What follows belongs to an exercise in optimizing a design on an open flow for small area and a short achievable clock period; a production flow would make more cautious choices.
Function was checked by simulation only, so behaviour that the tests miss may differ from the original.
Power and IR drop assume default switching activity.

===== flow/flow/run.sh =====
#!/bin/bash
set -euo pipefail
bash standard.sh SETUP_SLACK_MARGIN=6.0 finish > layout.log 2>&1

===== flow/standard.sh =====
#!/bin/bash
# synth_recipe.tcl (not shown) runs the flow's synth.tcl, then flattens the netlist and writes it again
# the make line also repeats each setting of config.mk as NAME=value (left out here)
make -C /OpenROAD-flow-scripts/flow DESIGN_CONFIG=/design/flow/config.mk WORK_HOME=/design/flow/orfs CLKGATE_MAP_FILE= SYNTH_SCRIPT=/design/flow/synth_recipe.tcl "${@:-finish}"

===== flow/config.mk =====
export PLATFORM = sky130hd
export DESIGN_NAME = int_controller
export DESIGN_NICKNAME = int_controller
export VERILOG_FILES = /design/flow/design.v
export SDC_FILE = /design/flow/constraint.sdc
export NUM_CORES = 8
export LEC_CHECK = 0
export CAP_MARGIN = 35
export CORE_MARGIN = 2
export CORE_UTILIZATION = 40
export CTS_CLUSTER_DIAMETER = 60
export CTS_CLUSTER_SIZE = 25
export SLEW_MARGIN = 35

===== flow/constraint.sdc =====
create_clock -name core_clock -period 9.0 [get_ports {clock}]
set_input_delay 1.8000 -clock core_clock [delete_from_list [all_inputs] [get_ports {clock}]]
set_output_delay 1.8000 -clock core_clock [all_outputs]
set_load 0.01 [all_outputs]

===== flow/design.v =====
module Pixel_Counter(Px1, clock, reset, ResetPx, IncPx);
input clock,reset,ResetPx,IncPx;
output reg[4:0] Px1;
always @(posedge clock)
begin
	if(reset) Px1 <= 5'd1;
	else if(ResetPx) Px1 <= 5'd1;
	else if(IncPx) Px1 <= (Px1 == 5'd16) ? 5'd1 : Px1 + 5'd1;
end
endmodule
module Line_Counter(Ln1, clock, reset, ResetLine, IncLine);
input clock,reset,ResetLine,IncLine;
output reg[4:0] Ln1;
always @(posedge clock)
begin
	if(reset) Ln1 <= 5'd1;
	else if(ResetLine) Ln1 <= 5'd1;
	else if(IncLine) Ln1 <= (Ln1 == 5'd16) ? 5'd1 : Ln1 + 5'd1;
end
endmodule
module Addr0_Counter(lo_n, mid_n, hi_n, clock, reset, ResetAddr0, IncAddr0);
input clock,reset,ResetAddr0,IncAddr0;
output reg [3:0] lo_n, mid_n;
output reg [7:0] hi_n;
reg [3:0] lo, mid;
reg [7:0] hi;
always @(*)
begin
	lo_n = lo;
	mid_n = mid;
	hi_n = hi;
	if(ResetAddr0)
	begin
		lo_n = 4'b0001;
		mid_n = 4'b0001;
		hi_n = 8'b00000001;
	end
	else if(IncAddr0)
	begin
		lo_n = {lo[2:0], lo[3]};
		if(lo[3]) mid_n = {mid[2:0], mid[3]};
		if(lo[3] && mid[3]) hi_n = {hi[6:0], hi[7]};
	end
end
always @(posedge clock)
begin
	if(reset)
	begin
		lo <= 4'b0001;
		mid <= 4'b0001;
		hi <= 8'b00000001;
	end
	else
	begin
		lo <= lo_n;
		mid <= mid_n;
		hi <= hi_n;
	end
end
endmodule
module Addr1_Counter(lo_n, mid_n, hi_n, clock, reset, ResetAddr1, IncAddr1);
input clock,reset,ResetAddr1,IncAddr1;
output reg [3:0] lo_n, mid_n;
output reg [7:0] hi_n;
reg [3:0] lo, mid;
reg [7:0] hi;
always @(*)
begin
	lo_n = lo;
	mid_n = mid;
	hi_n = hi;
	if(ResetAddr1)
	begin
		lo_n = 4'b0001;
		mid_n = 4'b0001;
		hi_n = 8'b00000001;
	end
	else if(IncAddr1)
	begin
		lo_n = {lo[2:0], lo[3]};
		if(lo[3]) mid_n = {mid[2:0], mid[3]};
		if(lo[3] && mid[3]) hi_n = {hi[6:0], hi[7]};
	end
end
always @(posedge clock)
begin
	if(reset)
	begin
		lo <= 4'b0001;
		mid <= 4'b0001;
		hi <= 8'b00000001;
	end
	else
	begin
		lo <= lo_n;
		mid <= mid_n;
		hi <= hi_n;
	end
end
endmodule
module buf0(out_data, row0_99, WData, WE0, lo, mid, hi, clock, reset);
output reg row0_99;
input [23:0] WData;
input WE0, clock, reset;
input [3:0] lo, mid;
input [7:0] hi;
reg [2399:0] buff0;
reg [6:0] i;
output reg [95:0] out_data;
reg [95:0] rd;
integer k;
always @(*)
begin
	rd = 96'b0;
	for (k = 0; k < 100; k = k + 1)
		rd[(k/32)*24 +: 24] = rd[(k/32)*24 +: 24] | (buff0[k*24 +: 24] & {24{lo[k%4] & mid[(k/4)%4] & hi[k/16]}});
end
wire hit = WE0 & lo[i[1:0]] & mid[i[3:2]] & hi[i[6:4]];
integer g;
always@(posedge clock)
	for (g = 0; g < 4; g = g + 1)
		out_data[g*24 +: 24] <= (hit && i[6:5] == g) ? WData : rd[g*24 +: 24];
genvar r;
generate
	for (r = 0; r < 100; r = r + 1) begin : row
		always@(posedge clock)
			if (WE0 && i == r) buff0[r*24 +: 24] <= WData;
	end
endgenerate
always@(posedge clock)
begin
	if(reset)
	begin
		i <= 7'b0;
		row0_99 <= 1'b0;
	end
	else
	begin
		row0_99 <= (WE0 | row0_99) & (i == 7'd99);
		if(WE0)
		begin
			if (i == 7'd99) i <= 7'b0;
			else i <= i + 7'b1;
		end
	end
end
endmodule
module buf1(out_data, row1_99, WData, WE1, lo, mid, hi, clock, reset);
output reg row1_99;
input [23:0] WData;
input WE1, clock, reset;
input [3:0] lo, mid;
input [7:0] hi;
reg [2399:0] buff1;
reg [6:0] i;
output reg [95:0] out_data;
reg [95:0] rd;
integer k;
always @(*)
begin
	rd = 96'b0;
	for (k = 0; k < 100; k = k + 1)
		rd[(k/32)*24 +: 24] = rd[(k/32)*24 +: 24] | (buff1[k*24 +: 24] & {24{lo[k%4] & mid[(k/4)%4] & hi[k/16]}});
end
wire hit = WE1 & lo[i[1:0]] & mid[i[3:2]] & hi[i[6:4]];
integer g;
always@(posedge clock)
	for (g = 0; g < 4; g = g + 1)
		out_data[g*24 +: 24] <= (hit && i[6:5] == g) ? WData : rd[g*24 +: 24];
genvar r;
generate
	for (r = 0; r < 100; r = r + 1) begin : row
		always@(posedge clock)
			if (WE1 && i == r) buff1[r*24 +: 24] <= WData;
	end
endgenerate
always@(posedge clock)
begin
	if(reset)
	begin
		i <= 7'b0;
		row1_99 <= 1'b0;
	end
	else
	begin
		row1_99 <= (WE1 | row1_99) & (i == 7'd99);
		if(WE1)
		begin
			if (i == 7'd99) i <= 7'b0;
			else i <= i + 7'b1;
		end
	end
end
endmodule
module mux_buf0(B0, SelR0, SelG0, SelB0, red_pix0, green_pix0, blue_pix0);
output reg [7:0] B0;
input SelR0, SelG0, SelB0;
input [7:0] red_pix0, green_pix0, blue_pix0;
always@(*)
begin
	if(SelR0) B0 = red_pix0;
	else if(SelG0) B0 = green_pix0;
	else if(SelB0) B0 = blue_pix0;
	else B0 = 8'b0;
end
endmodule
module mux_buf1(B1, SelR1, SelG1, SelB1, red_pix1, green_pix1, blue_pix1);
output reg [7:0] B1;
input SelR1, SelG1, SelB1;
input [7:0] red_pix1, green_pix1, blue_pix1;
always@(*)
begin
	if(SelR1) B1 = red_pix1;
	else if(SelG1) B1 = green_pix1;
	else if(SelB1) B1 = blue_pix1;
	else B1 = 8'b0;
end
endmodule
module frame_mux(FrameIn,Q0,Q1,SelR0,SelG0,SelB0,SelR1,SelG1,SelB1,SelBuf0,SelBlank,SelBuf1,
		rgb,Px1,AIPOut,RE0,RE1,CSDisplay,reset,clock);
output reg[7:0] FrameIn;
input [95:0] Q0,Q1;
wire [23:0] P0 = Q0[23:0] | Q0[47:24] | Q0[71:48] | Q0[95:72];
wire [23:0] P1 = Q1[23:0] | Q1[47:24] | Q1[71:48] | Q1[95:72];
input SelR0,SelG0,SelB0,SelR1,SelG1,SelB1,SelBuf0,SelBlank,SelBuf1;
input [1:0] rgb;
input [4:0] Px1;
input [3:0] AIPOut;
input RE0,RE1,CSDisplay,reset,clock;
wire le = (AIPOut == 4'd0) | (Px1 <= {1'b0, AIPOut});
wire [7:0] H0, H1;
mux_buf0 mb0 (H0, SelR0, SelG0, SelB0, P0[23:16], P0[15:8], P0[7:0]);
mux_buf1 mb1 (H1, SelR1, SelG1, SelB1, P1[23:16], P1[15:8], P1[7:0]);
wire [7:0] C0, C1;
mux_buf0 mc0 (C0, rgb == 2'd0, rgb == 2'd1, rgb == 2'd2, P0[23:16], P0[15:8], P0[7:0]);
mux_buf1 mc1 (C1, rgb == 2'd0, rgb == 2'd1, rgb == 2'd2, P1[23:16], P1[15:8], P1[7:0]);
always@(posedge clock)
begin
	if(reset) FrameIn <= 8'b0;
	else if(RE0)
	begin
		if(CSDisplay) FrameIn <= le ? C0 : H0;
		else FrameIn <= (SelBuf0 & ~SelBlank) ? H0 : 8'b0;
	end
	else if(RE1)
	begin
		if(CSDisplay) FrameIn <= le ? C1 : H1;
		else FrameIn <= SelBuf1 ? H1 : 8'b0;
	end
	else if(CSDisplay) FrameIn <= 8'b0;
end
endmodule
module controller_buff0(RE0, WE0, RE1, WE1, SelR0, SelG0, SelB0, SelR1, SelG1, SelB1, SelBuf0, SelBlank, SelBuf1, IncPx, ResetPx, IncLine, ResetLine, SyncVB, Buf0Empty, Buf1Empty, IncAddr0, ResetAddr0, IncAddr1, ResetAddr1, row0_99, row1_99, ph,
			Px1, Ln1, VBOut, AIPOut, AILOut, CSDisplay, clock, reset);
output reg RE0, WE0, RE1, WE1, SelR0, SelG0, SelB0, SelR1, SelG1, SelB1, SelBuf0, SelBlank, SelBuf1, IncPx, ResetPx, IncLine, ResetLine, SyncVB, Buf0Empty, Buf1Empty, IncAddr0, ResetAddr0, IncAddr1, ResetAddr1;
input [3:0] VBOut, AILOut, AIPOut;
input [4:0] Px1, Ln1;
wire px_lt = (AIPOut == 4'd0) | (Px1 < {1'b0, AIPOut});
wire px_eq = (Px1 == {1'b0, AIPOut});
wire al_lt = (AILOut == 4'd0) | (Ln1 < {1'b0, AILOut});
wire al_eq = (Ln1 == {1'b0, AILOut});
wire vb_lt = (VBOut == 4'd0) | (Ln1 < {1'b0, VBOut});
wire vb_eq = (Ln1 == {1'b0, VBOut});
input row0_99, row1_99;
input clock, reset, CSDisplay;
reg[8:0] counter;
parameter zero = 9'b0;
reg buf_select;
output reg [1:0] ph;
wire [8:0] cnt = counter + 9'b01;
wire [1:0] rgb_count = ph;
wire cnt_is0 = (counter == 9'd511);
wire cnt_is1 = (counter == 9'd0);
wire cnt_is511 = (counter == 9'd510);
wire [1:0] ph_inc = cnt_is511 ? 2'd0 : (ph == 2'd2) ? 2'd0 : ph + 2'd1;
reg [8:0] counter_n;
reg [1:0] ph_n;
reg SelR0_n, SelG0_n, SelB0_n, SelR1_n, SelG1_n, SelB1_n, SelBuf0_n, SelBlank_n, SelBuf1_n;
reg buf_select_n, RE0_n, WE0_n, RE1_n, WE1_n, IncPx_n, ResetPx_n, IncLine_n, ResetLine_n, SyncVB_n, Buf0Empty_n, Buf1Empty_n, IncAddr0_n, ResetAddr0_n, IncAddr1_n, ResetAddr1_n;
always @(*)
begin
	counter_n = counter;
	ph_n = ph;
	buf_select_n = buf_select;
	RE0_n = RE0;
	WE0_n = WE0;
	RE1_n = RE1;
	WE1_n = WE1;
	SelR0_n = SelR0;
	SelG0_n = SelG0;
	SelB0_n = SelB0;
	SelR1_n = SelR1;
	SelG1_n = SelG1;
	SelB1_n = SelB1;
	SelBuf0_n = SelBuf0;
	SelBlank_n = SelBlank;
	SelBuf1_n = SelBuf1;
	IncPx_n = IncPx;
	ResetPx_n = ResetPx;
	IncLine_n = IncLine;
	ResetLine_n = ResetLine;
	SyncVB_n = SyncVB;
	Buf0Empty_n = Buf0Empty;
	Buf1Empty_n = Buf1Empty;
	IncAddr0_n = IncAddr0;
	ResetAddr0_n = ResetAddr0;
	IncAddr1_n = IncAddr1;
	ResetAddr1_n = ResetAddr1;
	if(reset)
	begin
		counter_n = 9'b111111111;
		ph_n = 2'd0;
		buf_select_n = 1'b0;
		{RE0_n, WE0_n, RE1_n, WE1_n, SelR0_n, SelG0_n, SelB0_n, SelR1_n, SelG1_n, SelB1_n} = 10'b0;
		{SelBuf0_n, SelBlank_n, SelBuf1_n, IncPx_n, ResetPx_n, IncLine_n, ResetLine_n} = 7'b0;
		{SyncVB_n, Buf0Empty_n, Buf1Empty_n, IncAddr0_n, ResetAddr0_n, IncAddr1_n, ResetAddr1_n} = 7'b0;
	end
	else
	begin
	if(CSDisplay)
	begin
	   counter_n = cnt;
	   ph_n = ph_inc;
	  if(cnt_is0 && (buf_select%2 == 0))                     
	  begin
		 SelBlank_n = 1'b1;
  		 Buf1Empty_n = 1'b1;
		 Buf0Empty_n = 1'b0;
  		 SyncVB_n = 1'b1;
		 RE0_n = 1'b0;
		 RE1_n = 1'b0;
		 SelB1_n = 1'b0;
		 WE0_n = 1'b1;
	  end
	  else if(cnt_is0 && (buf_select%2 == 1) )              
	  begin
		 SelBlank_n = 1'b1;
  		 Buf0Empty_n = 1'b1;
		 Buf1Empty_n = 1'b0;
  		 SyncVB_n = 1'b1;
		 RE0_n = 1'b0;
		 RE1_n = 1'b0;
		 SelB0_n = 1'b0; 
	  end
	  else if(cnt_is1)						
	  begin
	  	SyncVB_n = 1'b0;
  	  end
	if(RE0)
	begin
		SelBlank_n = 0;
		SelBuf0_n = 1;
		if(px_lt)
	  	begin
			if(rgb_count == 0)			
			begin
				SelR0_n = 1;
				SelB0_n = 0;
				SelG0_n = 0;
				SelBuf0_n = 1;
				RE0_n = 1;
				IncPx_n =0;
				IncAddr0_n = 0;
			end
			else if(rgb_count == 1)			
			begin
				SelG0_n = 1;
				SelB0_n = 0;
				SelR0_n = 0;
				SelBuf0_n = 1;
				RE0_n = 1;
				IncAddr0_n = 1;
				IncPx_n =0;
			end
			else if(rgb_count == 2)			
			begin
				SelB0_n = 1;
				SelR0_n = 0;
				SelG0_n = 0;
				SelBuf0_n = 1;
				RE0_n = 1;
				IncPx_n =1;
				IncAddr0_n = 0;
			end
	 	end
		else if(px_eq)			
		begin
			if(rgb_count == 0)			
			begin
				SelR0_n = 1;
				SelB0_n = 0;
				SelG0_n = 0;
				SelBuf0_n = 1;
				RE0_n = 1;
				IncPx_n = 0;
				ResetPx_n = 0;
				IncLine_n = 0;
				ResetLine_n = 0;
				IncAddr0_n = 0;
			end
			else if(rgb_count == 1)			
			begin
				SelG0_n = 1;
				SelB0_n = 0;
				SelR0_n = 0;
				SelBuf0_n = 1;
				IncPx_n = 0;
				ResetPx_n = 0;
				IncLine_n = 0;
				ResetLine_n = 0;
				RE0_n = 1;
				IncAddr0_n = 1;
				if(al_eq)	
				begin
					ResetAddr0_n =1;
				end
			end
			else if(rgb_count == 2)			
			begin
				ResetPx_n = 1;
				IncPx_n = 0;
				SelB0_n = 1;
				SelR0_n = 0;
				SelG0_n = 0;
				SelBuf0_n = 1;
				IncAddr0_n = 0;
				if(al_lt)	
				begin
					IncLine_n = 1;
					SelBlank_n = 0;
					ResetLine_n = 0;
				end
				else if(al_eq)				
				begin
					ResetLine_n = 1;
					ResetAddr0_n = 0;
					ph_n = 2'd0;
					counter_n = 9'b111111111;			 
					buf_select_n = buf_select + 1;                     
					RE0_n = 1'b0;
				end
			end
		end    
	end  
	else if(RE1)
	begin
		SelBlank_n = 0;
		SelBuf1_n = 1;
		if(px_lt)
	  	begin
	  		if(rgb_count == 0)			
			begin
				SelR1_n = 1;
				SelB1_n = 0;
				SelG1_n = 0;
				SelBuf1_n = 1;
				RE1_n = 1;
				IncPx_n =0;
				IncAddr1_n = 0;
			end
			else if(rgb_count == 1)			
			begin
				SelG1_n = 1;
				SelB1_n = 0;
				SelR1_n = 0;
				SelBuf1_n = 1;
				RE1_n = 1;
				IncAddr1_n = 1;
				IncPx_n =0;
			end
			else if(rgb_count == 2)			
			begin
				SelB1_n = 1;
				SelR1_n = 0;
				SelG1_n = 0;
				SelBuf1_n = 1;
				RE1_n = 1;
				IncPx_n =1;
				IncAddr1_n = 0;
			end
	 	end
		else if(px_eq)			
		begin
			if(rgb_count == 0)			
			begin
				SelR1_n = 1;
				SelB1_n = 0;
				SelG1_n = 0;
				SelBuf1_n = 1;
				RE1_n = 1;
				IncPx_n = 0;
				ResetPx_n = 0;
				IncLine_n = 0;
				ResetLine_n = 0;
				IncAddr1_n = 0;
			end
			else if(rgb_count == 1)			
			begin
				SelG1_n = 1;
				SelB1_n = 0;
				SelR1_n = 0;
				SelBuf1_n = 1;
				IncPx_n = 0;
				ResetPx_n = 0;
				IncLine_n = 0;
				ResetLine_n = 0;
				RE1_n = 1;
				IncAddr1_n = 1;
				if(al_eq)	
				begin
					ResetAddr1_n =1;
				end
			end
			else if(rgb_count == 2)			
			begin
				ResetPx_n = 1;
				IncPx_n = 0;
				SelB1_n = 1;
				SelR1_n = 0;
				SelG1_n = 0;
				SelBuf1_n = 1;
				IncAddr1_n = 0;
				if(al_lt)	
				begin
					IncLine_n = 1;
					SelBlank_n = 0;
					ResetLine_n = 0;
				end
				else if(al_eq)				
				begin
					ResetLine_n = 1;
					ResetAddr1_n = 0; 
					ph_n = 2'd0;
					counter_n = 9'b111111111;			 
					buf_select_n = buf_select + 1;                      
					RE1_n = 1'b0;
				end
			end
		end   
	end 
	else 
	begin
	SelBuf1_n = 0;
	SelBuf0_n = 0;
	if(rgb_count == 2)
		begin
			if(px_lt)       				
			begin
				IncPx_n =1;
				SelBlank_n = 1;
			end
			else if(px_eq)			    
			begin
				if(vb_lt)			 
				begin
					ResetPx_n = 1;
					IncPx_n = 0;
					IncLine_n = 1;
					SelBlank_n =1;
				end
				else if(vb_eq)				 
				begin
					ResetPx_n =1 ;
					ResetLine_n = 1;
					IncLine_n = 0;
					IncPx_n = 0;
					if(buf_select%2 == 0) RE0_n = 1;			 
					else if(buf_select%2 == 1) RE1_n = 1;		 
				end
			end
		end
	else
	begin
		IncPx_n = 0;
		ResetPx_n = 0;
		ResetLine_n = 0;
		IncLine_n = 0;
	end
	end  
	end 
	if(CSDisplay)
	begin
		if(row0_99) 
		begin	
			WE0_n = 1'b0;
			WE1_n = 1'b1;
		end
		if(row1_99)
		begin
 			WE1_n = 1'b0;
		end
	end
	end 
end 
always @(posedge clock)
begin
	counter <= counter_n;
	ph <= ph_n;
	buf_select <= buf_select_n;
	RE0 <= RE0_n;
	WE0 <= WE0_n;
	RE1 <= RE1_n;
	WE1 <= WE1_n;
	SelR0 <= SelR0_n;
	SelG0 <= SelG0_n;
	SelB0 <= SelB0_n;
	SelR1 <= SelR1_n;
	SelG1 <= SelG1_n;
	SelB1 <= SelB1_n;
	SelBuf0 <= SelBuf0_n;
	SelBlank <= SelBlank_n;
	SelBuf1 <= SelBuf1_n;
	IncPx <= IncPx_n;
	ResetPx <= ResetPx_n;
	IncLine <= IncLine_n;
	ResetLine <= ResetLine_n;
	SyncVB <= SyncVB_n;
	Buf0Empty <= Buf0Empty_n;
	Buf1Empty <= Buf1Empty_n;
	IncAddr0 <= IncAddr0_n;
	ResetAddr0 <= ResetAddr0_n;
	IncAddr1 <= IncAddr1_n;
	ResetAddr1 <= ResetAddr1_n;
end
endmodule
module int_controller(FrameIn, SyncVB, SelBlank, WE0, WE1, Buf0Empty, Buf1Empty,
		WData, CSDisplay, VBOut, AILOut, AIPOut, clock, reset);
input clock, reset,CSDisplay;
input[3:0] VBOut,AILOut,AIPOut;
input [23:0] WData;
output [7:0] FrameIn;
output SyncVB, SelBlank, WE0, WE1, Buf0Empty, Buf1Empty;
wire clock,CSDisplay,reset;
wire [3:0] VBOut, AIPOut, AILOut ;
wire [4:0] Px1, Ln1;
wire IncPx, ResetPx, IncLine, ResetLine,ResetAddr0,IncAddr0,ResetAddr1, IncAddr1,RE0, WE0, SelR0, SelG0, SelB0, RE1, WE1, SelR1, SelG1, SelB1, SelBuf0,SelBlank,SelBuf1;
wire [1:0] ph;
wire [3:0] lo0, mid0, lo1, mid1;
wire [7:0] hi0, hi1;
wire row0_99, row1_99;
wire [95:0] rd0, rd1;
wire[7:0] FrameIn;
Pixel_Counter pc (Px1,clock, reset, ResetPx, IncPx);
Line_Counter  lc (Ln1, clock, reset, ResetLine, IncLine);
Addr0_Counter ac0(lo0, mid0, hi0, clock, reset, ResetAddr0, IncAddr0);
buf0 b0 (rd0, row0_99, WData, WE0, lo0, mid0, hi0, clock, reset);
Addr1_Counter ac1(lo1, mid1, hi1, clock, reset, ResetAddr1, IncAddr1);
buf1 b1 (rd1, row1_99, WData, WE1, lo1, mid1, hi1, clock, reset);
frame_mux fm (FrameIn,rd0,rd1,SelR0,SelG0,SelB0,SelR1,SelG1,SelB1,SelBuf0,SelBlank,SelBuf1,
		ph,Px1,AIPOut,RE0,RE1,CSDisplay,reset,clock);
 controller_buff0 cb(RE0, WE0, RE1, WE1, SelR0, SelG0, SelB0, SelR1, SelG1, SelB1, SelBuf0, SelBlank, SelBuf1, IncPx, ResetPx, IncLine, ResetLine, SyncVB, Buf0Empty, Buf1Empty, IncAddr0, ResetAddr0, IncAddr1, ResetAddr1, row0_99, row1_99, ph,
			Px1, Ln1, VBOut, AIPOut, AILOut, CSDisplay, clock, reset);
endmodule

==> key figures, run 1 <==
Worst setup path
  – Critical-path cell with the highest stage delay: dfxtp_4
  – Slowest Stage Delay on Critical Path: around 0.47 ns
  – Crit-path cells: buf_6
  – Worst EP arrival: 1.56 ns
  – Critical path class: flip-flop to output pin
  – Worst EP required: 7.20 ns
  – Critical path's top delay family: flip-flops
  – Critical Path Start Type: flip-flop
  – Flop2flop setup slack: 5.75 ns
  – Number of buffers and inverters on the critical path: 1
  – Crit-path max FO: 2
  – Crit path capture type: output pin

Pwr
  – Clock share of power: 0.402
  – Static Leak: 67.3 nW
  – Sequential power share: 0.580
  – VDD IR max: 0.177 mV
  – Sw frac: 0.227
  – NetSw: 10.2 mW
  – Internal Power: 34.6 mW
  – Pwr/cell area: 209 nW/um^2
  – Combinational fraction of design power: 0.018

Cells and area
  – Area occupied by multi-input gates: 36200 sq um
  – Layout overhead on the synthesized area: 15.9%
  – Filler cells: 38600
  – Most frequent cells in the layout: 4800 x edfxtp_1, 2208 x a22oi_1, 694 x nand2_1, 498 x buf_4, 379 x clkbuf_16
  – Register area: 150000 sq um
  – Share of cells above drive strength 1: 0.180
  – # nets final: 11400
  – Most common cell after layout, fill and taps aside: edfxtp_1

Routing
  – Antenna-violating nets left: 0
  – Drt initial violations: 19500
  – Residual DRC count: 0
  – Vias post-DR: 116000
  – Total Routed Length: around 670000 um
  – Wire length per cell: 37.7 um
  – Vias per cell: 6.53
  – Drt pass-1 iters: 9

Yosys
  – Syn Std Cell Area: 185000 sq um
  – Number of enable flip-flop cells after synthesis: 4800
  – Ys Warns: 10
  – Ys flop type: edfxtp_1
  – Post-synth net total: 10800
  – FFs w/ async S/R, synth: 0
  – Mapped Cells: 10800
  – Sequential area share after synthesis: 0.812
  – Syn Area/Cell: 17.1 sq um
  – Post-synthesis sequential element count: 5094
  – Netlist cell types: 82

STA
  – FMAX: 297 MHz
  – Setup TNS: 0 ns
  – Worst hold slack: 0.493 ns
  – Hold Violations, Final: 0
  – Slew headroom: 0.189
  – Clk_skew: 0.0970 ns
  – Tmin final: 3.36 ns
  – # setup viols final: 0
  – Max Slew Vio Count: 0
  – RSZ-0062 raised after global routing: yes
  – Final clock period utilization by the worst path: 0.374
  – Worst Max-Slew Pin Slew: ~1.2 ns

GRT
  – Initial antenna violation count: 47
  – Vias in the first global route: 109000
  – Grt total ovfl: 0
  – First-pass GRT wire length: 903000 um
  – Largest net degree at the start of global routing: about 130
  – Overall global routing resource usage: 0.276

Place
  – Buffers added on ports: 52
  – DP HPWL: roughly 340000 um
  – Placer Congestion: 0.890

Clock tree
  – Worst skew pair latency: 1.04 ns
  – Num CTS Buffers: 369
  – H-tree depth reported by CTS: 5
  – Clk buf depth: 4
  – CTS root buffer: clkbuf_16
  – Clk pin slew, worst setup/hold paths: ~0.060 ns
  – CTS tree: done
  – Sinks on Clock Net: 5094

Outcome
  – Outcome: timing/DRC/antenna clean

Die
  – Die Ht: 684 um
  – Die Width: between 600 and 700 um
  – Area of the core: about 460000 sq um
  – Die ar.: 467000 sq um
  – Initial Util: 0.402
  – I/O pin cnt: 53
  – Site row count: 249

Min path
  – Hold/Removal Path Class: flip-flop to flip-flop

Run
  – Max-cap violation count: 0
==> tightest hold or removal path, stage by stage (launching register included) <==
cell	delay [ns]
dfxtp_1	0.31
o21ai_0	0.07
a21oi_1	0.06
==> path summary, 6_finish.rpt <==
path,cells after the start,startpoint,to
setup / recovery,1,fm.FrameIn[0],FrameIn[0]
hold / removal,2,cb.SelBuf0,cb.SelBuf0
setup reg to reg,4,b1.i[6],b1.buff1[1612]
hold reg to reg,2,cb.SelBuf0,cb.SelBuf0
==> metal layers <==
layer  wire [um]  global-route usage  share of wire
met1      237000               0.366           0.35
met2      300000               0.425           0.45
met4       38300               0.131          0.057
met3       95400              0.0729           0.14
met5         205                   0        0.00031
==> flip-flops by register name (all words and copies together), names as in the netlist, 8 cells and up <==
register     cells
b0.buff0      2400
b1.buff1      2400
b0.out_data     96
b1.out_data     96
cb.counter       9
ac0.hi           8
ac1.hi           8
fm.FrameIn       8
==> synthesized netlist by cell type (all sizes together) (8+ instances only) <==
cell	count	area [sq um]
edfxtp	4800	144000
a22oi	2214	16600
nand2	696	2610
nor2	661	2490
clkbuf	470	1770
dfxtp	294	5890
nand4	216	1360
a31oi	171	1070
nor3	166	831
buf	108	526
nor4	94	588
nand3	93	470
a21oi	89	445
a222oi	85	851
a221oi	56	490
inv	46	173
mux2	44	495
o21ai	40	200
or4	34	255
ha	32	400
and4	30	263
mux2i	28	284
a22o	27	236
nor2b	23	144
and3	22	143
nand2b	20	133
o211ai	17	133
xor2	17	149
a211oi	14	110
a21o	14	105
o2111ai	13	114
o22ai	9	56.3
a32oi	8	85.1
and2	8	50.1
nand3b	8	60.1
==> power by group through the flow <==
stage | Clock (mW) | Combinational, mW | Sequential [mW]
4_1_cts | 18.1 | 0.753 | 26.0
3_5_place_dp | 0 | 0.730 | 26.5
3_3_place_gp | 0 | 0.697 | 26.5
2_1_floorplan | 0 | 0.187 | 26.5
5_1_grt | 18.9 | 0.840 | 26.0
6_report | 18.0 | 0.804 | 26.0
==> final cells by class <==
class | instances | share of cell area
clock inverter | 289 | 0.0172
clock buffer | 395 | 0.0439
multi-input combinational | 5075 | 0.169
inverter | 46 | 0.000946
antenna | 22 | 0.000257
tap | 6149 | 0.0359
sequential | 5094 | 0.701
timing repair inverter | 1 | 0.0000234
timing repair buffer | 716 | 0.0321
==> logic make-up (layout without fill, tap and decap cells) <==
group	count (synthesis)	in the layout	share of synthesized area
adders and majority gates	32	32	0.00217
DFF	5094	5094	0.812
AOI/OAI and AO/OA	2823	2823	0.114
other	0	22	0
buffers and inverters	624	1447	0.0133
muxes	79	85	0.00507
xor gates and xnor gates	23	23	0.00109
and+or+nand+nor	2103	2112	0.0522
==> through the flow <==
stage,setup slack (ns),total power [mW],util,instances,area [sq um]
after floorplan,5.48,26.7,-,10800,185000
after global placement,3.76,27.2,0.428,16900,197000
after detailed placement,3.76,27.3,0.428,16900,197000
after CTS,5.58,44.8,0.462,17700,212000
after global routing,5.62,45.7,0.466,17800,214000
final,5.64,44.8,0.466,17800,214000
==> what timing repair did <==
| action | CTS | global route |
|---|---|---|
| setup buffers | 85 | 58 |
| resized for setup | 413 | 198 |
| endpoints found under the setup margin | 1163 | 431 |
| cloned | 15 | 13 |
| pin swaps | 46 | 51 |
| hold buffers | 0 | 0 |
==> run 2, diff against run 1 <==
==> flow/flow/run.sh (replaced) <==
#!/bin/bash
set -euo pipefail
bash standard.sh SETUP_SLACK_MARGIN=6.3 'BUFFER_PORTS_ARGS=-buffer_cell sky130_fd_sc_hd__buf_4' finish > layout.log 2>&1
==> key figures, run 2 <==
Pwr
  – NetSw: 9.17 mW
  – Static Leak: a little over 70 nW
  – Sequential power share: 0.615
  – Clock share of power: 0.363
  – Pwr/cell area: 188 nW/um^2
  – Sw frac: 0.217
  – VDD IR max: 0.221 mV
  – Internal Power: 33.1 mW
  – Combinational fraction of design power: 0.022

Clock tree
  – Sinks on Clock Net: approximately 5100
  – H-tree depth reported by CTS: 5
  – CTS root buffer: clkbuf_16
  – Clk pin slew, worst setup/hold paths: 0.09 ns
  – Worst skew pair latency: 1.00 ns
  – Clk buf depth: 4
  – Post-cts hold buffer count: 0
  – Num CTS Buffers: 294
  – CTS tree: done

Worst setup path
  – RR Endpoint: b1.out_data[86]
  – Slowest Stage Delay on Critical Path: about 0.37 ns
  – Worst r2r src: cb.IncAddr1
  – Crit-path cells: buf_12 -> buf_12
  – Worst EP arrival: 1.62 ns
  – Crit-path max FO: 2
  – Most frequent CP cell: buf_12
  – Critical Path Start: cb.WE0
  – Critical-path cell with the highest stage delay: dfxtp_4
  – Crit path capture type: output pin
  – Flop2flop setup slack: 5.93 ns
  – R2r worst-path depth: 11
  – Critical path class: flip-flop to output pin
  – Critical Path Start Type: flip-flop
  – Worst EP required: 7.20 ns

Cells and area
  – # nets final: 11900
  – Most frequent cells in the layout: 4800 x edfxtp_1, 2012 x a22oi_1, 664 x nand2_1, 626 x buf_4, 358 x clkbuf_16
  – Share of cells above drive strength 1: 0.253
  – Layout overhead on the synthesized area: 21.9%
  – Largest registers: b0.buff0 x2400, b1.buff1 x2400
  – Most common cell after layout, fill and taps aside: edfxtp_1

STA
  – Post-route setup slack: 5.58 ns
  – Max Slew Vio Count: 0
  – Tmin final: approximately 3.4 ns
  – # setup viols final: 0
  – Final clock period utilization by the worst path: 0.380
  – Slew headroom: 0.300
  – Setup TNS: 0 ns
  – Hold Violations, Final: 0
  – RSZ-0062 raised after global routing: yes
  – Worst Max-Slew Pin Slew: 1.05 ns
  – Clk_skew: 0.0428 ns
  – FMAX: 292 MHz

Routing
  – Vias post-DR: 121000
  – Wire length per cell: around 40 um
  – Drt initial violations: between 20000 and 25000
  – Residual DRC count: 0
  – Drt pass-1 iters: 8
  – Antenna-violating nets left: 0
  – Vias per cell: 6.65
  – Total Routed Length: 720000 um

Yosys
  – Synth top area share: 0.780
  – Netlist cell types: between 80 and 90
  – Ys Warns: 10
  – Mapped Cells: 10800
  – Area leader, netlist: edfxtp_1
  – Sequential area share after synthesis: 0.812
  – FFs w/ async S/R, synth: 0
  – Syn Std Cell Area: 185000 sq um
  – Top cells by count, synth: 4800 x edfxtp_1, 2214 x a22oi_1, 696 x nand2_1
  – Number of enable flip-flop cells after synthesis: between 4000 and 5000
  – Post-synthesis sequential element count: 5094
  – Most frequent cell after synthesis: edfxtp_1
  – Ys flop type: edfxtp_1
  – Post-synth net total: between 10000 and 15000
  – Top cells by area, synth: edfxtp_1 78%, a22oi_1 9.0%, dfxtp_1 3.2%
  – Syn Area/Cell: 17.1 sq um

Min path
  – Hold path cells: 2
  – WHS Endpoint: cb.SelBuf1
  – Hold/Removal Path Class: flip-flop to flip-flop
  – HP Start: cb.SelBuf1

Place
  – Placer Congestion: 0.916
  – Post-place setup slack: 4.55 ns
  – Buffers added on ports: 52
  – DP HPWL: ~360000 um

Die
  – Die Ht: 684 um
  – I/O pin cnt: between 50 and 60
  – Site row count: 249
  – Initial Util: 0.402
  – Die ar.: between 400000 and 500000 sq um
  – Area of the core: 460000 sq um
  – Die Width: a little under 700 um

Run
  – Max-cap violation count: 0

GRT
  – Largest net degree at the start of global routing: approximately 140
  – Overall global routing resource usage: 0.286
  – Initial antenna violation count: 52
  – Vias in the first global route: 112000
  – Grt total ovfl: 0
  – First-pass GRT wire length: 933000 um

Outcome
  – Outcome: timing/DRC/antenna clean
==> run 2: cell types whose count changed in the layout (fill, tap and decap cells not counted), moves of 45 or more <==
cell	previous run	this run
a22oi_1	2208	2012
a22oi_2	6	202
buf_12	36	236
buf_16	8	59
buf_4	498	626
buf_6	115	248
buf_8	12	57
nor2_1	249	162
nor2_4	209	292
nor3_1	130	48
nor3_4	7	56
==> run 2: how the worst max path moves through the flow <==
| stage | slack (ns) | endpoint | depth (start not counted) |
|---|---|---|---|
| 6_report | 5.58 | WE0 | 2 |
| 5_1_grt | 5.56 | WE0 | 2 |
| 4_1_cts | 5.55 | WE0 | 2 |
| 3_5_place_dp | 4.55 | cb.ResetAddr1 | 10 |
| 3_3_place_gp | 4.45 | b1.out_data[60] | 8 |
| 2_1_floorplan | 5.48 | cb.counter[1] | 9 |
==> run 2: cell families after synthesis <==
group | Yosys count | synth area share
AO/OA/AOI/OAI | 2823 | 0.114
XOR/XNOR | 23 | 0.00109
adder cells (fa/ha/maj) | 32 | 0.00217
buffers and inverters | 624 | 0.0133
flip-flops | 5094 | 0.812
multiplexers | 79 | 0.00507
AND/OR/NAND/NOR | 2103 | 0.0522
==> run 2: layout make-up <==
class                   instances  area, sq um
diodes                         39         97.6
clock inverters               161         2130
inverters                      46          208
repair buffers               1325        17000
fillers                     37000       235000
multi-input cells            5072        40100
well taps                    6149         7690
flip-flops and latches       5094       150000
clock buffers                 369         7880
==> run 2: per-layer routing <==
metal,vias up,GRT usage,routed length [um]
met5,-,0,182
met4,28,0.157,53600
li1,46300,-,-
met2,11000,0.446,320000
met1,61600,0.368,241000
met3,2481,0.0727,105000
==> run 2: power by group through the flow <==
stage               clock [mW]  sequential [mW]  combinational, mW
floorplan                    0             26.5              0.187
global placement             0             26.5              0.706
detailed placement           0             26.5              0.741
CTS                       15.3             26.0              0.821
global route              16.1             26.0              0.942
finish                    15.3             26.0              0.916
==> run 2: critical path: cells and delay by family, from the launching register on <==
family / cells / cell delay [ns]
buf+inv: 2 / 0.26
flops: 1 / 0.37
==> run 2: what timing repair did <==
| item | 4_1_cts | 5_1_grt |
|---|---|---|
| endpoints found under the setup margin | 2006 | 2079 |
| endpoints found under the hold margin | 0 | 0 |
| setup buffers | 345 | 263 |
| gates resized for setup | 1045 | 901 |
| pin swaps | 247 | 451 |
| gates cloned | 65 | 62 |
==> run 2: metrics by stage <==
stage	power, mW	instance area (sq um)	instances	util	hold WS (ns)
final	42.3	225000	18300	0.490	0.484
after global routing	43.0	225000	18200	0.490	0.516
after CTS	42.1	217000	17900	0.472	0.482
after detailed placement	27.3	198000	16900	0.430	0.470
after global placement	27.2	197000	16900	0.428	0.469
after floorplan	26.7	185000	10800	-	0.419
==> run 3, diff against run 2 <==
==> flow/flow/run.sh (replaced) <==
#!/bin/bash
set -euo pipefail
bash standard.sh SETUP_SLACK_MARGIN=6.6 'BUFFER_PORTS_ARGS=-buffer_cell sky130_fd_sc_hd__buf_4' finish > layout.log 2>&1
==> key figures, run 3 <==
Pwr
  – Pwr/cell area: 192 nW/um^2
  – Static Leak: 73.3 nW
  – VDD IR max: 0.161 mV

Yosys
  – Syn Area/Cell: 17.1 sq um
  – Netlist cell types: 82
  – Post-synth net total: 10800
  – Ys Warns: 10
  – Post-synthesis sequential element count: 5094
  – FFs w/ async S/R, synth: 0
  – Area leader, netlist: edfxtp_1
  – Syn Std Cell Area: between 150000 and 200000 sq um
  – Ys flop type: edfxtp_1
  – Mapped Cells: 10800
  – Top cells by area, synth: edfxtp_1 78%, a22oi_1 9.0%, dfxtp_1 3.2%
  – Most frequent cell after synthesis: edfxtp_1
  – Sequential area share after synthesis: 0.812
  – Top cells by count, synth: 4800 x edfxtp_1, 2214 x a22oi_1, 696 x nand2_1
  – Synth top area share: 0.780
  – Number of enable flip-flop cells after synthesis: 4800

Routing
  – Total Routed Length: 735000 um
  – Vias per cell: 6.66
  – Residual DRC count: 0
  – Drt pass-1 iters: 9
  – Vias post-DR: 123000
  – Antenna-violating nets left: 0
  – Wire length per cell: 39.8 um
  – Drt initial violations: 22900

Worst setup path
  – Crit path capture type: output pin
  – RR Endpoint: b1.out_data[2]
  – Crit-path max FO: 2
  – Crit-path cells: buf_6
  – Worst EP arrival: between 1.5 and 2 ns
  – Critical Path Start Type: flip-flop
  – Worst r2r src: cb.IncAddr1
  – Worst EP required: 7.20 ns
  – Flop2flop setup slack: just under 6 ns
  – Critical path class: flip-flop to output pin
  – Number of buffers and inverters on the critical path: 1
  – Slowest Stage Delay on Critical Path: 0.46 ns
  – Critical path's top delay family: flip-flops
  – R2r worst-path depth: 13
  – Critical-path cell with the highest stage delay: dfxtp_4

Place
  – Buffers added on ports: 52
  – Placed Area: 198000 sq um
  – Placer Congestion: around 0.93
  – Cell total after placement: 16900
  – DP HPWL: 359000 um

Cells and area
  – Design Area, Final: 230000 sq um
  – Final core utilization: 0.501
  – Share of cells above drive strength 1: 0.274
  – Most frequent cells in the layout: 4800 x edfxtp_1, 2013 x a22oi_1, 648 x nand2_1, 520 x buf_4, 395 x clkbuf_16
  – Final cell count without fillers: 18500
  – Most common cell after layout, fill and taps aside: edfxtp_1
  – Largest registers: b0.buff0 x2400, b1.buff1 x2400
  – Layout overhead on the synthesized area: 24.7%
  – # nets final: 12000

STA
  – Max Slew Vio Count: 0
  – Worst hold slack: 0.466 ns
  – Tmin final: between 3 and 4 ns
  – FMAX: about 290 MHz
  – Setup TNS: 0 ns
  – RSZ-0062 raised after global routing: yes
  – Slew headroom: 0.293
  – Hold Violations, Final: 0
  – Clk_skew: 0.0708 ns
  – # setup viols final: 0
  – Worst Max-Slew Pin Slew: 1.06 ns
  – Final clock period utilization by the worst path: 0.383

Clock tree
  – CTS root buffer: clkbuf_16
  – Clk pin slew, worst setup/hold paths: 0.09 ns
  – Num CTS Buffers: 348
  – Sinks on Clock Net: 5094
  – CTS tree: done
  – Clk buf depth: 4
  – Worst skew pair latency: 1.05 ns
  – H-tree depth reported by CTS: 5

GRT
  – Grt total ovfl: 0
  – Vias in the first global route: about 110k
  – Largest net degree at the start of global routing: 106
  – Overall global routing resource usage: 0.294
  – First-pass GRT wire length: between 900000 and 1000000 um
  – Initial antenna violation count: 75

Die
  – Initial Util: 0.402
  – Die Ht: 684 um
  – Die Width: 684 um
  – I/O pin cnt: 53
  – Site row count: 249
  – Area of the core: 460000 sq um
  – Die ar.: 467000 sq um

Min path
  – HP Start: b1.row1_99
  – WHS Endpoint: cb.WE1
  – Hold/Removal Path Class: flip-flop to flip-flop
  – Hold path cells: 1

Run
  – Max-cap violation count: 0

Outcome
  – Outcome: timing/DRC/antenna clean
run 3: cell count changes in the layout (fill, tap and decap cells not counted), sizes merged, moves of 11 or more:
cell      delta
buf         +89
clkinv      +50
clkinvlp    +11
inv         +54
run 3: repair_timing:
item | in CTS | in global routing
buffers inserted | 439 | 253
gates cloned | 84 | 52
hold buffers | 0 | 0
gates resized for setup | 1544 | 780
pin swaps | 359 | 419
endpoints found under the setup margin | 6048 | 2865
run 3: through the flow:
step | worst slack [ns] | power (mW)
2_1_floorplan | 5.48 | 26.7
3_3_place_gp | 4.27 | 27.3
3_5_place_dp | 4.62 | 27.3
4_1_cts | 5.53 | 44.3
5_1_grt | 5.56 | 45.2
6_report | 5.55 | 44.3
run 3: worst max path at each step:
| stage | start | to | cells past startpoint |
|---|---|---|---|
| 2_1_floorplan | AIPOut[3] | cb.IncLine | 9 |
| 3_3_place_gp | ac1.lo[3] | b1.out_data[53] | 8 |
| 3_5_place_dp | AIPOut[2] | cb.counter[1] | 9 |
| 4_1_cts | cb.SyncVB | SyncVB | 1 |
| 5_1_grt | cb.Buf1Empty | Buf1Empty | 1 |
| 6_report | cb.Buf1Empty | Buf1Empty | 1 |
run 3: power breakdown:
group | switching [mW] | leakage, nW | internal, mW | total (mW)
combinational | 0.734 | 21.8 | 0.233 | 0.967
clock | 9.32 | 5.96 | 8.07 | 17.4
sequential | 0.0860 | 45.5 | 25.9 | 26.0
total | 10.1 | 73.3 | 34.2 | 44.3
run 3: cell families after synthesis:
family | after synthesis | synth area share
AOI/OAI and AO/OA | 2823 | 0.114
xor gates and xnor gates | 23 | 0.00109
adders and majority gates | 32 | 0.00217
buffers and inverters | 624 | 0.0133
DFF | 5094 | 0.812
muxes | 79 | 0.00507
and+or+nand+nor | 2103 | 0.0522
run 3: cell type report:
cell class              instances  area, sq um
fillers                     36600       229000
flip-flops and latches       5094       150000
multi-input cells            5078        41000
repair buffers               1406        18900
clock buffers                 377         8930
well taps                    6149         7690
clock inverters               272         3490
inverters                      46          220
diodes                         40          100
run 3: metal layers:
metal,global-route usage,share of wire,up-vias
met5,0,0.00064,-
met4,0.148,0.066,50
met3,0.0842,0.16,2329
met2,0.439,0.43,11500
met1,0.393,0.34,62400
li1,-,-,46700
==> run 4, diff against run 3 <==
==> flow/flow/run.sh (replaced) <==
#!/bin/bash
set -euo pipefail
bash standard.sh SETUP_SLACK_MARGIN=6.0 finish > layout.log 2>&1
--- a/flow/config.mk
+++ b/flow/config.mk
@@ -10,4 +10,5 @@
 export CORE_UTILIZATION = 40
-export CTS_CLUSTER_DIAMETER = 60
+export CTS_CLUSTER_DIAMETER = 90
 export CTS_CLUSTER_SIZE = 25
+export PLACE_DENSITY = 0.75
 export SLEW_MARGIN = 35
==> key figures, run 4 <==
Worst setup path
  – Flop2flop setup slack: between 5 and 6 ns
  – Crit path capture type: output pin
  – Critical Path Start Type: flip-flop
  – R2r worst-path depth: 12
  – Worst EP arrival: around 1.7 ns
  – Worst EP required: 7.20 ns
  – RR Endpoint: b1.out_data[66]
  – Worst r2r src: cb.IncAddr1
  – Critical path class: flip-flop to output pin
  – Crit-path max FO: 2

STA
  – RSZ-0062 raised after global routing: yes
  – Tmin final: 3.50 ns
  – FMAX: 286 MHz
  – Worst Max-Slew Pin Slew: between 1 and 1.5 ns
  – Clk_skew: 0.137 ns
  – Slew headroom: 0.321
  – # setup viols final: 0
  – Setup TNS: 0 ns
  – Max Slew Vio Count: 0
  – Hold Violations, Final: 0
  – Final clock period utilization by the worst path: 0.388
  – Worst hold slack: 0.489 ns

Clock tree
  – CTS root buffer: clkbuf_16
  – Sinks on Clock Net: about 5000
  – H-tree depth reported by CTS: 4
  – Worst skew pair latency: roughly 1.1 ns
  – Clk buf depth: 4
  – Num CTS Buffers: ~230
  – CTS tree: done
  – Clk pin slew, worst setup/hold paths: about 0.1 ns

Place
  – Buffers added on ports: 52
  – DP HPWL: 327000 um
  – Placer Congestion: 0.922

Yosys
  – Number of enable flip-flop cells after synthesis: 4800
  – Sequential area share after synthesis: 0.812
  – Mapped Cells: 10800
  – Ys Warns: 10
  – Post-synthesis sequential element count: 5094
  – Area leader, netlist: edfxtp_1
  – Most frequent cell after synthesis: edfxtp_1
  – Synth top area share: 0.780
  – Syn Area/Cell: around 17 sq um
  – Top cells by count, synth: 4800 x edfxtp_1, 2214 x a22oi_1, 696 x nand2_1
  – Ys flop type: edfxtp_1
  – Post-synth net total: about 11000
  – FFs w/ async S/R, synth: 0
  – Syn Std Cell Area: approximately 180000 sq um
  – Netlist cell types: approximately 80
  – Top cells by area, synth: edfxtp_1 78%, a22oi_1 9.0%, dfxtp_1 3.2%

GRT
  – Largest net degree at the start of global routing: ~130
  – First-pass GRT wire length: ~840000 um
  – Vias in the first global route: 108000
  – Grt total ovfl: 0
  – Initial antenna violation count: 47
  – Overall global routing resource usage: 0.254

Pwr
  – VDD IR max: 0.237 mV
  – Static Leak: 65.1 nW
  – Clock share of power: 0.314
  – Sw frac: 0.205
  – Combinational fraction of design power: 0.021
  – NetSw: ~8 mW
  – Sequential power share: 0.664
  – Pwr/cell area: 186 nW/um^2
  – Internal Power: 31.1 mW

Cells and area
  – Layout overhead on the synthesized area: 13.6%
  – Share of cells above drive strength 1: 0.160
  – # nets final: between 10000 and 15000
  – Most common cell after layout, fill and taps aside: edfxtp_1
  – Most frequent cells in the layout: 4800 x edfxtp_1, 2181 x a22oi_1, 693 x nand2_1, 505 x buf_4, 269 x dfxtp_1
  – Largest registers: b0.buff0 x2400, b1.buff1 x2400

Die
  – Die Width: ~680 um
  – Site row count: 249
  – Die ar.: 467000 sq um
  – I/O pin cnt: 53
  – Die Ht: 684 um
  – Area of the core: 460000 sq um
  – Initial Util: 0.402

Run
  – Max-cap violation count: 0

Min path
  – Hold/Removal Path Class: flip-flop to flip-flop
  – Hold path cells: 2
  – WHS Endpoint: cb.SelBuf1
  – HP Start: cb.SelBuf1

Routing
  – Wire length per cell: 36.0 um
  – Antenna-violating nets left: 0
  – Drt initial violations: about 24000
  – Drt pass-1 iters: 9
  – Total Routed Length: roughly 630000 um
  – Residual DRC count: 0
  – Vias post-DR: 117000
  – Vias per cell: 6.66

Outcome
  – Outcome: timing/DRC/antenna clean
run 4: cell count changes in the layout (fill, tap and decap cells not counted), sizes merged, moves of 8 or more:
cell / previous run / this run
diode: 40 / 24
clkinvlp: 20 / 3
inv: 174 / 54
bufbuf: 17 / 4
clkinv: 116 / 11
buf: 1317 / 758
bufinv: 8 / 0
run 4: kinds of logic (layout without fill, tap and decap cells):
logic type / after synthesis / after routing / share of synthesized area
flops: 5094 / 5094 / 0.812
compound gates: 2823 / 2823 / 0.114
simple gates: 2103 / 2109 / 0.0522
buf+inv: 624 / 1289 / 0.0133
mux: 79 / 85 / 0.00507
fa+ha+maj: 32 / 32 / 0.00217
xor+xnor: 23 / 23 / 0.00109
other cells: 0 / 24 / 0
run 4: worst max-delay path: stages (launching register included):
cell and delay [ns]:
dfxtp_4 0.37, buf_12 0.13, buf_8 0.14
run 4: area by class of cell:
type | instances | area (sq um)
Fill cell | 37600 | 250000
Sequential cell | 5094 | 150000
Multi-Input combinational cell | 5072 | 36300
Timing Repair Buffer | 814 | 8730
Tap cell | 6149 | 7690
Clock buffer | 407 | 6550
Clock inverter | 22 | 312
Inverter | 46 | 203
Antenna cell | 24 | 60.1
run 4: power by group through the flow:
| stage | sequential, mW | combinational (mW) | clock, mW |
|---|---|---|---|
| after CTS | 26.0 | 0.771 | 12.2 |
| after floorplan | 26.5 | 0.187 | 0 |
| after global routing | 26.0 | 0.851 | 13.0 |
| after global placement | 26.5 | 0.709 | 0 |
| final | 26.0 | 0.822 | 12.3 |
| after detailed placement | 26.5 | 0.736 | 0 |
run 4: what timing repair did:
item / in CTS / in global routing
pin swaps: 47 / 85
hold buffers: 0 / 0
endpoints found under the setup margin: 428 / 426
gates cloned: 12 / 32
buffers inserted: 71 / 127
gates resized for setup: 383 / 410
run 4: worst max path at each step:
| stage | slack (ns) | startpoint | cells after the start | endpoint |
|---|---|---|---|---|
| 6_report | 5.50 | cb.WE1 | 2 | WE1 |
| 5_1_grt | 5.52 | cb.WE0 | 2 | WE0 |
| 4_1_cts | 5.52 | cb.WE0 | 2 | WE0 |
| 3_5_place_dp | 3.99 | VBOut[3] | 11 | cb.IncLine |
| 3_3_place_gp | 3.90 | VBOut[3] | 11 | cb.ResetPx |
| 2_1_floorplan | 5.48 | AIPOut[3] | 9 | cb.counter[1] |
run 4: layer usage:
layer / track usage / vias to the layer above / routed length, um
met5: 0 / - / 358
met4: 0.148 / 44 / 49300
met3: 0.0828 / 2663 / 114000
met2: 0.381 / 12100 / 272000
met1: 0.325 / 57600 / 199000
li1: - / 44900 / -
run 4: through the flow:
stage	instance area (sq um)	utilization	power, mW	instances	worst slack (ns)
finish	210000	0.457	39.1	17600	5.50
global route	210000	0.456	39.8	17600	5.52
CTS	206000	0.448	38.9	17400	5.52
detailed placement	197000	0.429	27.3	16900	3.99
global placement	196000	0.427	27.2	16900	3.90
floorplan	185000	-	26.7	10800	5.48
==> run 5, diff against run 4 <==
--- a/flow/config.mk
+++ b/flow/config.mk
@@ -10,3 +10,3 @@
 export CORE_UTILIZATION = 40
-export CTS_CLUSTER_DIAMETER = 90
+export CTS_CLUSTER_DIAMETER = 60
 export CTS_CLUSTER_SIZE = 25
==> key figures, run 5 <==
GRT
  – Initial antenna violation count: 46
  – Largest net degree at the start of global routing: 131
  – Grt total ovfl: 0
  – First-pass GRT wire length: 852000 um
  – Vias in the first global route: 109000
  – Overall global routing resource usage: 0.257

Worst setup path
  – Slowest Stage Delay on Critical Path: 0.48 ns
  – Number of buffers and inverters on the critical path: 1
  – Critical Path Start Type: flip-flop
  – Crit path capture type: output pin
  – Crit-path cells: buf_6
  – Critical path's top delay family: flip-flops
  – Critical path class: flip-flop to output pin
  – Worst EP arrival: 1.66 ns
  – Critical-path cell with the highest stage delay: dfxtp_4
  – Crit-path max FO: 2
  – Worst EP required: 7.20 ns

Run
  – Max-cap violation count: 0

Yosys
  – Syn Std Cell Area: 185000 sq um
  – Post-synth net total: ~11000
  – Sequential area share after synthesis: 0.812
  – Syn Area/Cell: 17.1 sq um
  – Post-synthesis sequential element count: 5094
  – Number of enable flip-flop cells after synthesis: 4800
  – Area leader, netlist: edfxtp_1
  – Ys Warns: 10
  – Most frequent cell after synthesis: edfxtp_1
  – Top cells by area, synth: edfxtp_1 78%, a22oi_1 9.0%, dfxtp_1 3.2%
  – Top cells by count, synth: 4800 x edfxtp_1, 2214 x a22oi_1, 696 x nand2_1
  – Netlist cell types: just over 80
  – FFs w/ async S/R, synth: 0
  – Synth top area share: 0.780
  – Mapped Cells: 10800
  – Ys flop type: edfxtp_1

Clock tree
  – Clk pin slew, worst setup/hold paths: 0.10 ns
  – Num CTS Buffers: a little over 300
  – Clk buf depth: 4
  – H-tree depth reported by CTS: 5
  – Post-cts hold buffer count: 0
  – CTS root buffer: clkbuf_16
  – Worst skew pair latency: 1.04 ns
  – Sinks on Clock Net: 5094
  – CTS tree: done

Place
  – Placer Congestion: a little over 0.9
  – Post-place setup slack: 3.99 ns
  – Placed Area: 197000 sq um
  – Buffers added on ports: 52
  – Cell total after placement: 16900
  – DP HPWL: 327000 um

Die
  – Area of the core: 460000 sq um
  – Initial Util: 0.402
  – I/O pin cnt: 53
  – Die Width: 684 um
  – Die ar.: 467000 sq um
  – Site row count: 249
  – Die Ht: 684 um

Cells and area
  – Filler cells: 37300
  – Final core utilization: 0.463
  – # nets final: 11400
  – Largest registers: b0.buff0 x2400, b1.buff1 x2400
  – Register area: between 150000 and 200000 sq um
  – Design Area, Final: 213000 sq um
  – Share of cells above drive strength 1: 0.176
  – Most frequent cells in the layout: 4800 x edfxtp_1, 2195 x a22oi_1, 694 x nand2_1, 552 x buf_4, 330 x clkbuf_16
  – Final cell count without fillers: 17700
  – Layout overhead on the synthesized area: 15.1%
  – Most common cell after layout, fill and taps aside: edfxtp_1
  – Area occupied by multi-input gates: 36000 sq um

STA
  – Post-route setup slack: 5.54 ns
  – # setup viols final: 0
  – Tmin final: ~3.5 ns
  – RSZ-0062 raised after global routing: yes
  – Slew headroom: 0.289
  – Max Slew Vio Count: 0
  – Worst hold slack: 0.492 ns
  – Clk_skew: 0.0901 ns
  – FMAX: 289 MHz
  – Hold Violations, Final: 0
  – Worst Max-Slew Pin Slew: 1.07 ns
  – Final clock period utilization by the worst path: 0.385
  – Setup TNS: 0 ns

Pwr
  – Static Leak: 66.6 nW
  – Pwr/cell area: 201 nW/um^2
  – VDD IR max: 0.244 mV
  – Total power: 42.8 mW

Routing
  – Residual DRC count: 0
  – Antenna-violating nets left: 0
  – Total Routed Length: 632000 um
  – Vias post-DR: 118000
  – Drt initial violations: between 20000 and 25000
  – Vias per cell: 6.65
  – Drt pass-1 iters: 9
  – Wire length per cell: 35.6 um

Min path
  – Hold/Removal Path Class: flip-flop to flip-flop

Outcome
  – Outcome: timing/DRC/antenna clean
-- run 5: cell counts after synthesis --
Identical to the previous run, type by type.
-- run 5: timing repair --
item / in CTS / in global routing
gates resized for setup: 391 / 260
setup buffers: 67 / 119
gates cloned: 17 / 12
pin swaps: 45 / 67
endpoints found under the setup margin: 378 / 394
-- run 5: worst paths after layout --
check	startpoint	end	slack [ns]	depth (start not counted)
worst min-delay path	cb.SelBuf1	cb.SelBuf1	0.49	2
worst max-delay path	fm.FrameIn[7]	FrameIn[7]	5.54	1
worst min register to register	cb.SelBuf1	cb.SelBuf1	0.49	2
worst max register to register	cb.IncAddr0	b0.out_data[25]	5.78	10
-- run 5: layout make-up --
type / instances / area share
diodes: 18 / 0.000212
clock buffers: 368 / 0.0387
clock inverters: 201 / 0.0123
inverters: 46 / 0.000953
multi-input cells: 5075 / 0.169
flip-flops and latches: 5094 / 0.706
well taps: 6149 / 0.0362
repair buffers: 784 / 0.0367
-- run 5: logic make-up (layout without fill, tap and decap cells) --
| logic type | Yosys count | after routing | synth area share |
|---|---|---|---|
| buffers and inverters | 624 | 1399 | 0.0133 |
| flip-flops | 5094 | 5094 | 0.812 |
| adder cells (fa/ha/maj) | 32 | 32 | 0.00217 |
| other | 0 | 18 | 0 |
| XOR/XNOR | 23 | 23 | 0.00109 |
| AO/OA/AOI/OAI | 2823 | 2823 | 0.114 |
| AND/OR/NAND/NOR | 2103 | 2113 | 0.0522 |
| multiplexers | 79 | 84 | 0.00507 |
-- run 5: routing by layer --
layer  GRT usage  share of wire  up-vias
met1       0.327           0.31    57500
met4       0.156          0.080       38
met5           0        0.00050        -
li1            -              -    45200
met3      0.0845           0.18     2768
met2       0.382           0.43    12500
-- run 5: power by group --
part           internal (mW)  switching, mW  total (mW)
logic                  0.170          0.664       0.835
registers               25.9         0.0808        26.0
clock network           7.37           8.61        16.0
==> run 6, diff against run 5 <==
==> flow/flow/run.sh (replaced) <==
#!/bin/bash
set -euo pipefail
bash standard.sh SETUP_SLACK_MARGIN=5.8 finish > layout.log 2>&1
--- a/flow/config.mk
+++ b/flow/config.mk
@@ -10,3 +10,3 @@
 export CORE_UTILIZATION = 40
-export CTS_CLUSTER_DIAMETER = 60
+export CTS_CLUSTER_DIAMETER = 90
 export CTS_CLUSTER_SIZE = 25
==> key figures, run 6 <==
Outcome
  – Outcome: finished with violations
  – Failed Checks: antenna rules

Worst setup path
  – Worst EP arrival: 1.68 ns
  – Worst EP required: between 7 and 8 ns
  – Flop2flop setup slack: roughly 5.7 ns
  – Crit path capture type: output pin
  – Worst r2r src: cb.IncAddr0
  – Critical path class: flip-flop to output pin
  – RR Endpoint: b0.out_data[51]
  – Critical Path Start Type: flip-flop
  – Crit-path cells: buf_12 -> buf_12
  – Crit-path max FO: 2
  – Critical-path cell with the highest stage delay: dfxtp_4
  – Most frequent CP cell: buf_12
  – Slowest Stage Delay on Critical Path: 0.37 ns
  – R2r worst-path depth: 9

Cells and area
  – Filler cells: 38200
  – Largest registers: b0.buff0 x2400, b1.buff1 x2400
  – Register area: ~150000 sq um
  – # nets final: 11200
  – Area occupied by multi-input gates: 35300 sq um
  – Layout overhead on the synthesized area: 11.7%
  – Most frequent cells in the layout: 4800 x edfxtp_1, 2214 x a22oi_1, 694 x nand2_1, 533 x buf_4, 271 x dfxtp_1
  – Share of cells above drive strength 1: 0.138
  – Most common cell after layout, fill and taps aside: edfxtp_1

STA
  – Max Slew Vio Count: 0
  – Clk_skew: 0.132 ns
  – Slew headroom: 0.301
  – RSZ-0062 raised after global routing: yes
  – Hold Violations, Final: 0
  – Tmin final: 3.48 ns
  – FMAX: 287 MHz
  – # setup viols final: 0
  – Worst hold slack: 0.489 ns
  – Worst Max-Slew Pin Slew: 1.05 ns
  – Setup TNS: 0 ns
  – Final clock period utilization by the worst path: 0.387

Routing
  – Vias per cell: 6.60
  – Drt pass-1 iters: 10
  – Drt initial violations: 23100
  – Vias post-DR: 115000
  – Total Routed Length: 619000 um
  – Residual DRC count: 0
  – Antenna-violating nets left: 1
  – Wire length per cell: 35.4 um

Die
  – Initial Util: 0.402
  – Die Width: 684 um
  – Area of the core: roughly 460000 sq um
  – Die ar.: 467000 sq um
  – Die Ht: 684 um
  – Site row count: 249
  – I/O pin cnt: 53

Clock tree
  – Worst skew pair latency: 1.07 ns
  – Clk buf depth: 4
  – Clk pin slew, worst setup/hold paths: roughly 0.1 ns
  – CTS tree: done
  – Post-cts hold buffer count: 0
  – Sinks on Clock Net: 5094
  – CTS root buffer: clkbuf_16
  – H-tree depth reported by CTS: 4
  – Num CTS Buffers: 231

Yosys
  – Post-Synth Adder-Cell Area: 0.00217
  – Ys flop type: edfxtp_1
  – Number of enable flip-flop cells after synthesis: 4800
  – Syn Std Cell Area: around 180000 sq um
  – Most frequent cell after synthesis: edfxtp_1
  – Post-synthesis compound-gate area fraction: 0.114
  – Post-synthesis xor/xnor area fraction: 0.00109
  – Area leader, netlist: edfxtp_1
  – Post-synthesis sequential element count: just over 5000
  – Post-synthesis mux area share: 0.00507
  – Post-synth net total: around 11000
  – Synth top area share: 0.780
  – Main combinational cell family by area after synthesis: compound AO/OA/AOI/OAI gates
  – FFs w/ async S/R, synth: 0
  – Top cells by count, synth: 4800 x edfxtp_1, 2214 x a22oi_1, 696 x nand2_1
  – Ys Warns: 10
  – Simple-gate portion of the synthesized area: 0.0522
  – Top cells by area, synth: edfxtp_1 78%, a22oi_1 9.0%, dfxtp_1 3.2%
  – Netlist cell types: 82
  – Mapped Cells: 10800
  – Sequential area share after synthesis: 0.812
  – Syn Area/Cell: 17.1 sq um

GRT
  – Grt total ovfl: 0
  – Initial antenna violation count: 37
  – Largest net degree at the start of global routing: around 130
  – Vias in the first global route: 107000
  – Overall global routing resource usage: 0.253
  – First-pass GRT wire length: 838000 um

Pwr
  – VDD IR max: approximately 0.23 mV
  – Pwr/cell area: approximately 190 nW/um^2
  – Static Leak: 63.6 nW

Place
  – DP HPWL: 327000 um
  – Placer Congestion: 0.922
  – Buffers added on ports: 52

Min path
  – HP Start: cb.SelBuf1
  – Hold/Removal Path Class: flip-flop to flip-flop
  – WHS Endpoint: cb.SelBuf1
  – Hold path cells: 2

Run
  – Max-cap violation count: 0
-- run 6: how the worst max path moves through the flow --
stage,depth (start not counted),slack [ns],endpoint,startpoint
final,2,5.52,WE1,cb.WE1
after global routing,2,5.52,WE0,cb.WE0
after CTS,2,5.52,WE0,cb.WE0
after detailed placement,11,3.99,cb.IncLine,VBOut[3]
after global placement,11,3.90,cb.ResetPx,VBOut[3]
after floorplan,9,5.48,cb.counter[1],AIPOut[3]
-- run 6: layout make-up --
| cell class | count | area share |
|---|---|---|
| clock inverter | 22 | 0.00151 |
| tap | 6149 | 0.0373 |
| inverter | 46 | 0.000982 |
| multi-input combinational | 5070 | 0.171 |
| clock buffer | 407 | 0.0317 |
| antenna | 31 | 0.000376 |
| timing repair buffer | 663 | 0.0300 |
| sequential | 5094 | 0.727 |
-- run 6: cell families (layout without fill, tap and decap cells) --
logic type | count (synthesis) | count (layout)
compound gates | 2823 | 2823
xor+xnor | 23 | 23
fa+ha+maj | 32 | 32
buf+inv | 624 | 1138
flops | 5094 | 5094
mux | 79 | 85
other cells | 0 | 31
simple gates | 2103 | 2107
-- run 6: critical path: cells and delay by family (launching register included) --
kind     cells  cell delay (ns)
buf+inv      2             0.27
flops        1             0.37
-- run 6: power breakdown --
part	switching, mW	total [mW]	internal, mW
clock	7.25	12.3	5.03
sequential	0.0795	26.0	25.9
combinational	0.653	0.815	0.162
-- run 6: layer usage --
metal | wire length, um | GRT usage
met1 | 196000 | 0.324
met2 | 268000 | 0.381
met3 | 109000 | 0.0803
met4 | 45500 | 0.144
met5 | 198 | 0
-- run 6: metrics by stage --
step                utilization  cells  total power, mW  area [sq um]  setup slack (ns)
finish                    0.449  17500             39.1        206000              5.52
CTS                       0.446  17400             38.9        205000              5.52
global route              0.449  17500             39.8        206000              5.52
floorplan                     -  10800             26.7        185000              5.48
global placement          0.427  16900             27.2        196000              3.90
detailed placement        0.429  16900             27.3        197000              3.99
-- run 6: repair_timing --
action | in CTS | in global routing
setup buffers | 30 | 44
pin swaps | 14 | 28
endpoints found under the setup margin | 268 | 200
cloned | 8 | 7
resized for setup | 255 | 93

[static timing again, ports no longer ideal]
The results above use ideal ports. As a check the final layouts listed here were re-extracted and re-timed, cells and wires unchanged. Step 1, drivers: a clkbuf_16 drives clock and a buf_2 each remaining input, both assumed. Step 2 times the ports against the registers' clock, not the clock port: input delays grow and output delays shrink by t, the midpoint of the rising clock arrivals with the driver on. a / b / c = ideal ports / drivers / drivers and shift; a / b = the first two.
| run | shift t [ns] | slack for setup (ns) | hold slack, ns | slew at the worst register clock pin (ns) | worst data-port slew with drivers (ns) |
|---|---|---|---|---|---|
| run 1 | 1.119 | 5.636 / 5.501 / 4.989 | 0.493 / 0.493 / 0.493 | 0.10 / 0.10 | 0.19 |
| run 2 | 1.090 | 5.576 / 5.464 / 4.943 | 0.484 / 0.484 / 0.484 | 0.10 / 0.10 | 0.20 |
| run 3 | 1.126 | 5.550 / 5.436 / 5.088 | 0.466 / 0.466 / 0.466 | 0.10 / 0.10 | 0.34 |
| run 4 | 1.100 | 5.504 / 5.399 / 5.024 | 0.489 / 0.489 / 0.489 | 0.11 / 0.11 | 0.12 |
| run 5 | 1.113 | 5.537 / 5.431 / 4.909 | 0.492 / 0.492 / 0.492 | 0.10 / 0.10 | 0.13 |
| run 6 | 1.124 | 5.520 / 5.397 / 4.763 | 0.489 / 0.489 / 0.489 | 0.12 / 0.12 | 0.13 |
The setup slack of run 6, which loses most, moves by -0.123 ns with the drivers and by -0.757 ns with both steps.
